Source: an optimization exercise on an open RTL-to-GDS flow (aim: small area). Production flows keep margins and buffers that such runs may drop. Where RTL was checked, it was by simulation tests only, not by an equivalence proof against the original. Power is estimated from default activity; no workload was simulated.

==> inputs of run F <==
==> flow/design.v <==
module uart_recv (
  input  logic       clk,
  input  logic       rst,
  input  logic       signal,
  output logic [7:0] data,
  output logic       byteValid
);
localparam logic [3:0] START = 4'd15, STOP = 4'd8, IDLE = 4'd12;
logic [6:0] count;
logic [3:0] state;
wire idle = (state == IDLE);
wire sample = (!count[0] && !count[1] && !count[3] && !count[4] && !count[6]);
assign byteValid = (state == STOP) && sample && signal;
always_ff @(posedge clk) begin
  if (idle)
    count <= 7'b1011111;
  else if (sample)
    count <= 7'b1011101;
  else
    count <= {count[5:0], count[3] ^ count[6]};
  for (int i = 0; i < 8; i++)
    if (!state[3] && sample && state[2:0] == i)
      data[i] <= signal;
  if (rst)
    state <= IDLE;
  else if (idle) begin
    if (!signal)
      state <= START;
  end else if (sample) begin
    if (state == STOP || (state == START && signal))
      state <= IDLE;
    else
      state <= state + 4'd1;
  end
end
endmodule
module uart_send (
  input  logic       clk,
  input  logic       rst,
  input  logic [7:0] data,
  input  logic       send_trigger,
  output logic       signal
);
localparam logic [3:0] START = 4'd15, END = 4'd9, IDLE = 4'd10;
logic [6:0] count;
logic [3:0] state;
wire tick = (count[1] && count[2] && count[4] && count[5] && count[6]);
wire idle = (state == IDLE) || (state == END && (count[0] && count[1] && count[3] && count[4] && count[5]));
always_ff @(posedge clk) begin
  if (idle)
    count <= 7'b0111111;
  else if (tick)
    count <= 7'b1010010;
  else
    count <= {count[5:0], !(count[3] ^ count[6])};
  if (rst)
    signal <= 1'b1;
  else if (!idle && tick)
    signal <= state[3] ? (state != START) : data[state[2:0]];
  if (rst)
    state <= IDLE;
  else if (idle)
    state <= send_trigger ? START : IDLE;
  else if (tick)
    state <= state + 4'd1;
end
endmodule
module main (
	output logic tx,
	input logic rx,
	input logic clk,
	input logic rst,
	output logic led_red,
	output logic led_green
);
logic [7:0] data;
logic       byte_ok;
uart_recv recv (
	.clk(clk),
	.rst(rst),
	.signal(rx),
	.data(data),
	.byteValid(byte_ok)
);
uart_send send (
	.clk(clk),
	.rst(rst),
	.data(data),
	.send_trigger(byte_ok),
	.signal(tx)
);
assign led_red = rx;
assign led_green = tx;
endmodule
==> flow/flow/run.sh <==
#!/bin/bash
# Layout flow: the standard synthesis, then the combinational logic between
# the registers is mapped again by ABC for area (registers, their names and cell
# types are kept as the standard synthesis made them), then the standard
# layout from floorplan to finish. Ports are buffered with the smallest buffer.
set -euo pipefail
here=$(pwd)
R=$here/orfs/results/$FLOW_PLATFORM/main/base
LIB=$FLOW_HOME/platforms/$FLOW_PLATFORM/lib/sky130_fd_sc_hd__tt_025C_1v80.lib

bash standard.sh synth > synth.log 2>&1

# remap the combinational cells
python3 flow/libcomb.py $LIB comb_cells.v > libcomb.log 2>&1
DU=$(sed -n '/DONT_USE_CELLS += /,/^$/p' $FLOW_HOME/platforms/$FLOW_PLATFORM/config.mk | grep -oE "sky130_fd_sc_hd__[a-z0-9_]+" | sed 's/^/-dont_use /' | tr '\n' ' ')
cp $R/1_2_yosys.v std_synth.v
yosys -p "read_liberty -lib $LIB; read_verilog -overwrite comb_cells.v; read_verilog std_synth.v; hierarchy -top $FLOW_TOP; flatten; delete t:\$scopeinfo; techmap; opt -purge; abc -liberty $LIB $DU; read_liberty -lib -overwrite $LIB; opt_clean -purge; hilomap -singleton -hicell sky130_fd_sc_hd__conb_1 HI -locell sky130_fd_sc_hd__conb_1 LO; opt_clean -purge; check -assert -mapped; stat -liberty $LIB; write_verilog -noattr -nohex -nodec -selected remap.v" > remap.log 2>&1
cp remap.v $R/1_2_yosys.v
rm -f $R/1_synth.odb

CTS_BUF=${CTS_BUF:-sky130_fd_sc_hd__clkbuf_8}
bash standard.sh BUFFER_PORTS_ARGS="-buffer_cell sky130_fd_sc_hd__buf_1" \
  CTS_ARGS="-buf_list $CTS_BUF -root_buf $CTS_BUF -sink_clustering_enable -sink_clustering_size 40 -sink_clustering_max_diameter 500 -dont_use_dummy_load -repair_clock_nets" \
  finish > layout.log 2>&1
==> flow/flow/libcomb.py <==
#!/usr/bin/env python3
"""Write Verilog models of the combinational cells of a liberty file (function attributes)."""
import re, sys
t = open(sys.argv[1]).read()
out = []
for chunk in re.split(r'\n\s*cell\s*\(', t)[1:]:
    name = re.match(r'\s*"?([\w]+)"?\s*\)', chunk).group(1)
    if re.search(r'\b(ff|latch|statetable)\s*\(', chunk):
        continue
    pins = re.findall(r'pin\s*\(\s*"?(\w+)"?\s*\)\s*\{(.*?)\n\s{8}\}', chunk, re.S)
    if not pins:
        continue
    ins, outs = [], []
    ok = True
    for p, body in pins:
        d = re.search(r'direction\s*:\s*"?(\w+)"?', body)
        if not d:
            continue
        if d.group(1) == 'input':
            ins.append(p)
        elif d.group(1) == 'output':
            f = re.search(r'\bfunction\s*:\s*"([^"]*)"', body)
            if not f or re.search(r'three_state', body):
                ok = False
                break
            outs.append((p, f.group(1)))
    if not ok or not outs:
        continue
    def conv(e):
        e = e.replace('!', '~').replace('*', '&').replace('+', '|')
        e = re.sub(r'([\w\)])\s+(?=[\w~\(])', r'\1 & ', e)
        return e
    ports = ins + [o for o, _ in outs]
    s = f"module {name}({', '.join(ports)});\n"
    for i in ins: s += f"  input {i};\n"
    for o, f in outs: s += f"  output {o};\n  assign {o} = {conv(f)};\n"
    s += "endmodule\n"
    out.append(s)
open(sys.argv[2], 'w').write("".join(out))
print(len(out), "cells")
==> flow/standard.sh <==
#!/bin/bash
# synth_recipe.tcl (not shown) runs the flow's synth.tcl, then flattens the netlist and writes it again
# the make line also repeats each setting of config.mk as NAME=value (left out here)
make -C /OpenROAD-flow-scripts/flow DESIGN_CONFIG=/design/flow/config.mk WORK_HOME=/design/flow/orfs CLKGATE_MAP_FILE= SYNTH_SCRIPT=/design/flow/synth_recipe.tcl "${@:-finish}"
==> flow/config.mk <==
export PLATFORM = sky130hd
export DESIGN_NAME = main
export DESIGN_NICKNAME = main
export VERILOG_FILES = /design/flow/design.v
export SDC_FILE = /design/flow/constraint.sdc
export NUM_CORES = 4
export LEC_CHECK = 0
export CAP_MARGIN = 20
export CORE_MARGIN = 2
export CORE_UTILIZATION = 70
export SLEW_MARGIN = 20
==> flow/constraint.sdc <==
create_clock -name core_clock -period 10.0 [get_ports {clk}]
set_input_delay 2.0000 -clock core_clock [delete_from_list [all_inputs] [get_ports {clk}]]
set_output_delay 2.0000 -clock core_clock [all_outputs]
set_load 0.01 [all_outputs]
==> inputs of run Y, as changes to run F <==
==> flow/design.v (replaced) <==
module uart_recv (
  input  logic       clk,
  input  logic       rst,
  input  logic       signal,
  output logic [7:0] data,
  output logic       dataReceivedFlag
);
logic [6:0] count;
logic [3:0] state;
wire idle   = (state == 4'd12);
wire sample = (count == 7'd104);
always_ff @(posedge clk) begin
  if (idle)
    count <= 7'd52;
  else if (sample)
    count <= 7'd0;
  else
    count <= count + 7'd1;
  if (!idle && !state[3] && sample)
    data[state[2:0]] <= signal;
  dataReceivedFlag <= !rst && (state == 4'd8) && sample && signal;
  if (rst)
    state <= 4'd12;
  else if (idle) begin
    if (!signal)
      state <= 4'd15;
  end else if (sample) begin
    if (state == 4'd8 || (state == 4'd15 && signal))
      state <= 4'd12;
    else
      state <= state + 4'd1;
  end
end
endmodule
module uart_send (
  input  logic       clk,
  input  logic       rst,
  input  logic [7:0] data,
  input  logic       send_trigger,
  output logic       signal
);
logic [6:0] count;
logic [3:0] state;
wire tick = (count == 7'd104);
wire idle = (state == 4'd10) || (state == 4'd9 && tick);
always_ff @(posedge clk) begin
  if (idle)
    count <= 7'd104;
  else if (tick)
    count <= 7'd0;
  else
    count <= count + 7'd1;
  if (rst)
    signal <= 1'b1;
  else if (!idle && tick) begin
    if (state == 4'd15)
      signal <= 1'b0;
    else if (!state[3])
      signal <= data[state[2:0]];
    else
      signal <= 1'b1;
  end
  if (rst)
    state <= 4'd10;
  else if (idle)
    state <= send_trigger ? 4'd15 : 4'd10;
  else if (tick)
    state <= state + 4'd1;
end
endmodule
module main (
	output logic tx,
	input logic rx,
	input logic clk,
	input logic rst,
	output logic led_red,
	output logic led_green
);
logic [7:0] data;
logic       flag;
uart_recv recv (
	.clk(clk),
	.rst(rst),
	.signal(rx),
	.data(data),
	.dataReceivedFlag(flag)
);
uart_send send (
	.clk(clk),
	.rst(rst),
	.data(data),
	.send_trigger(flag),
	.signal(tx)
);
assign led_red = rx;
assign led_green = tx;
endmodule
==> flow/run.sh (new file) <==
#!/bin/bash
# synth_recipe.tcl (not shown) runs the flow's synth.tcl, then flattens the netlist and writes it again
# the make line also repeats each setting of config.mk as NAME=value (left out here)
make -C /OpenROAD-flow-scripts/flow DESIGN_CONFIG=/design/flow/config.mk WORK_HOME=/design/flow/orfs CLKGATE_MAP_FILE= SYNTH_SCRIPT=/design/flow/synth_recipe.tcl finish
Settings changed: ABC_AREA set to 1.
removed: flow/flow/run.sh
removed: flow/flow/libcomb.py
removed: flow/standard.sh
==> inputs of run X, as changes to run F <==
--- a/flow/design.v
+++ b/flow/design.v
@@ -4,5 +4,5 @@
   input  logic       signal,
   output logic [7:0] data,
-  output logic       byteValid
+  output logic       dataReceivedFlag
 );
 localparam logic [3:0] START = 4'd15, STOP = 4'd8, IDLE = 4'd12;
@@ -11,5 +11,4 @@
 wire idle = (state == IDLE);
 wire sample = (!count[0] && !count[1] && !count[3] && !count[4] && !count[6]);
-assign byteValid = (state == STOP) && sample && signal;
 always_ff @(posedge clk) begin
   if (idle)
@@ -19,7 +18,7 @@
   else
     count <= {count[5:0], count[3] ^ count[6]};
-  for (int i = 0; i < 8; i++)
-    if (!state[3] && sample && state[2:0] == i)
-      data[i] <= signal;
+  if (!state[3] && sample)
+    data[state[2:0]] <= signal;
+  dataReceivedFlag <= !rst && (state == STOP) && sample && signal;
   if (rst)
     state <= IDLE;
@@ -46,8 +45,8 @@
 logic [3:0] state;
 wire tick = (count[1] && count[2] && count[4] && count[5] && count[6]);
-wire idle = (state == IDLE) || (state == END && (count[0] && count[1] && count[3] && count[4] && count[5]));
+wire idle = (state == IDLE) || (state == END && tick);
 always_ff @(posedge clk) begin
   if (idle)
-    count <= 7'b0111111;
+    count <= 7'b1111110;
   else if (tick)
     count <= 7'b1010010;
@@ -75,5 +74,5 @@
 );
 logic [7:0] data;
-logic       byte_ok;
+logic       flag;
 uart_recv recv (
 	.clk(clk),
@@ -81,5 +80,5 @@
 	.signal(rx),
 	.data(data),
-	.byteValid(byte_ok)
+	.dataReceivedFlag(flag)
 );
 uart_send send (
@@ -87,5 +86,5 @@
 	.rst(rst),
 	.data(data),
-	.send_trigger(byte_ok),
+	.send_trigger(flag),
 	.signal(tx)
 );
--- a/flow/flow/run.sh
+++ b/flow/flow/run.sh
@@ -19,6 +19,3 @@
 rm -f $R/1_synth.odb
 
-CTS_BUF=${CTS_BUF:-sky130_fd_sc_hd__clkbuf_8}
-bash standard.sh BUFFER_PORTS_ARGS="-buffer_cell sky130_fd_sc_hd__buf_1" \
-  CTS_ARGS="-buf_list $CTS_BUF -root_buf $CTS_BUF -sink_clustering_enable -sink_clustering_size 40 -sink_clustering_max_diameter 500 -dont_use_dummy_load -repair_clock_nets" \
-  finish > layout.log 2>&1
+bash standard.sh BUFFER_PORTS_ARGS="-buffer_cell sky130_fd_sc_hd__buf_1" finish > layout.log 2>&1
Settings changed: ABC_AREA set to 1, CTS_BUF_LIST set to sky130_fd_sc_hd__clkbuf_8, CTS_CLUSTER_DIAMETER set to 200, CTS_CLUSTER_SIZE set to 40.
==> inputs of run Z, as changes to run F <==
--- a/flow/design.v
+++ b/flow/design.v
@@ -4,5 +4,5 @@
   input  logic       signal,
   output logic [7:0] data,
-  output logic       byteValid
+  output logic       dataReceivedFlag
 );
 localparam logic [3:0] START = 4'd15, STOP = 4'd8, IDLE = 4'd12;
@@ -11,5 +11,4 @@
 wire idle = (state == IDLE);
 wire sample = (!count[0] && !count[1] && !count[3] && !count[4] && !count[6]);
-assign byteValid = (state == STOP) && sample && signal;
 always_ff @(posedge clk) begin
   if (idle)
@@ -19,7 +18,7 @@
   else
     count <= {count[5:0], count[3] ^ count[6]};
-  for (int i = 0; i < 8; i++)
-    if (!state[3] && sample && state[2:0] == i)
-      data[i] <= signal;
+  if (!state[3] && sample)
+    data[state[2:0]] <= signal;
+  dataReceivedFlag <= !rst && (state == STOP) && sample && signal;
   if (rst)
     state <= IDLE;
@@ -46,8 +45,8 @@
 logic [3:0] state;
 wire tick = (count[1] && count[2] && count[4] && count[5] && count[6]);
-wire idle = (state == IDLE) || (state == END && (count[0] && count[1] && count[3] && count[4] && count[5]));
+wire idle = (state == IDLE) || (state == END && tick);
 always_ff @(posedge clk) begin
   if (idle)
-    count <= 7'b0111111;
+    count <= 7'b1111110;
   else if (tick)
     count <= 7'b1010010;
@@ -75,5 +74,5 @@
 );
 logic [7:0] data;
-logic       byte_ok;
+logic       flag;
 uart_recv recv (
 	.clk(clk),
@@ -81,5 +80,5 @@
 	.signal(rx),
 	.data(data),
-	.byteValid(byte_ok)
+	.dataReceivedFlag(flag)
 );
 uart_send send (
@@ -87,5 +86,5 @@
 	.rst(rst),
 	.data(data),
-	.send_trigger(byte_ok),
+	.send_trigger(flag),
 	.signal(tx)
 );
--- a/flow/flow/run.sh
+++ b/flow/flow/run.sh
@@ -19,6 +19,3 @@
 rm -f $R/1_synth.odb
 
-CTS_BUF=${CTS_BUF:-sky130_fd_sc_hd__clkbuf_8}
-bash standard.sh BUFFER_PORTS_ARGS="-buffer_cell sky130_fd_sc_hd__buf_1" \
-  CTS_ARGS="-buf_list $CTS_BUF -root_buf $CTS_BUF -sink_clustering_enable -sink_clustering_size 40 -sink_clustering_max_diameter 500 -dont_use_dummy_load -repair_clock_nets" \
-  finish > layout.log 2>&1
+bash standard.sh BUFFER_PORTS_ARGS="-buffer_cell sky130_fd_sc_hd__buf_1" finish > layout.log 2>&1
Settings changed: ABC_AREA set to 1, CTS_BUF_LIST set to sky130_fd_sc_hd__clkbuf_4, CTS_CLUSTER_DIAMETER set to 200, CTS_CLUSTER_SIZE set to 40.
==> comparison table <==
Outcome: run Y timing/DRC/antenna clean; run F timing/DRC/antenna clean; run Z timing/DRC/antenna clean; run X timing/DRC/antenna clean
Met3 usage: run Y 10.5%; run F 11.8%; run Z 7.17%; run X 11.3%
Met2 Resource Use GR: run Y 41.5%; run F 42.5%; run Z 38.9%; run X 40.3%
Arrival time of the worst setup path: run Y 3210 ps; run F 2550 ps; run Z 2400 ps; run X 2400 ps
Worst R2R Setup Slack: run Y 8030 ps; run F 7680 ps; run Z 8240 ps; run X 8160 ps
Total area of multi-input combinational cells: run Y 947 um^2; run F 520 um^2; run Z 594 um^2; run X 594 um^2
Flop pwr share: run Y 38.4%; run F 54.7%; run Z 47.6%; run X 44.6%
Power Internal: run Y 0.000281 W; run F 0.000208 W; run Z 0.000244 W; run X 0.000265 W
Std-Cell Core Area: run Y 2480 um^2; run F 1690 um^2; run Z 1750 um^2; run X 1750 um^2
Most common cell type on the critical path: run Y clkdlybuf4s50_1; run F buf_1; run Z buf_1; run X buf_1
Total via count after detailed routing: run Y 1475; run F 940; run Z 1025; run X 1044
Die X: run Y 55.1 um; run F 46.1 um; run Z 47.5 um; run X 47.5 um
Number of flip-flops and latches: run Y 32; run F 31; run Z 32; run X 32
Tot Pwr: run Y 0.000474 W; run F 0.000291 W; run Z 0.000356 W; run X 0.000381 W
RePlAce Congestion: run Y 0.825; run F 0.826; run Z 0.804; run X 0.804
Function not checked in run Y, run X and run Z: the RTL went through the layout flow alone.

static timing again, ports no longer ideal:
The flow's constraints put no driver on any port. The routed layouts listed below were extracted and timed again, unchanged, in two steps.
Step 1 assumes that a clkbuf_16 drives the clock port and a buf_2 every other input.
Step 2 also shifts input and output timing later by t, the mid clock arrival at the registers, as if the neighbouring blocks saw the same clock.
Three values: ideal, step 1, step 2; two values: the first two.
run | shift t [ns] | slack for setup (ns) | worst data-port slew with drivers (ns)
run F | 0.294 | 5.453 / 5.431 / 5.431 | 0.03
run Y | 0.357 | 4.790 / 4.769 / 4.769 | 0.03
run X | 0.301 | 5.602 / 5.580 / 5.580 | 0.03
run Z | 0.344 | 5.600 / 5.577 / 5.577 | 0.03
After both steps setup and hold are still met in every run listed. The setup slack of run Z, which loses most, moves by -0.023 ns with the drivers and by -0.023 ns with both steps.
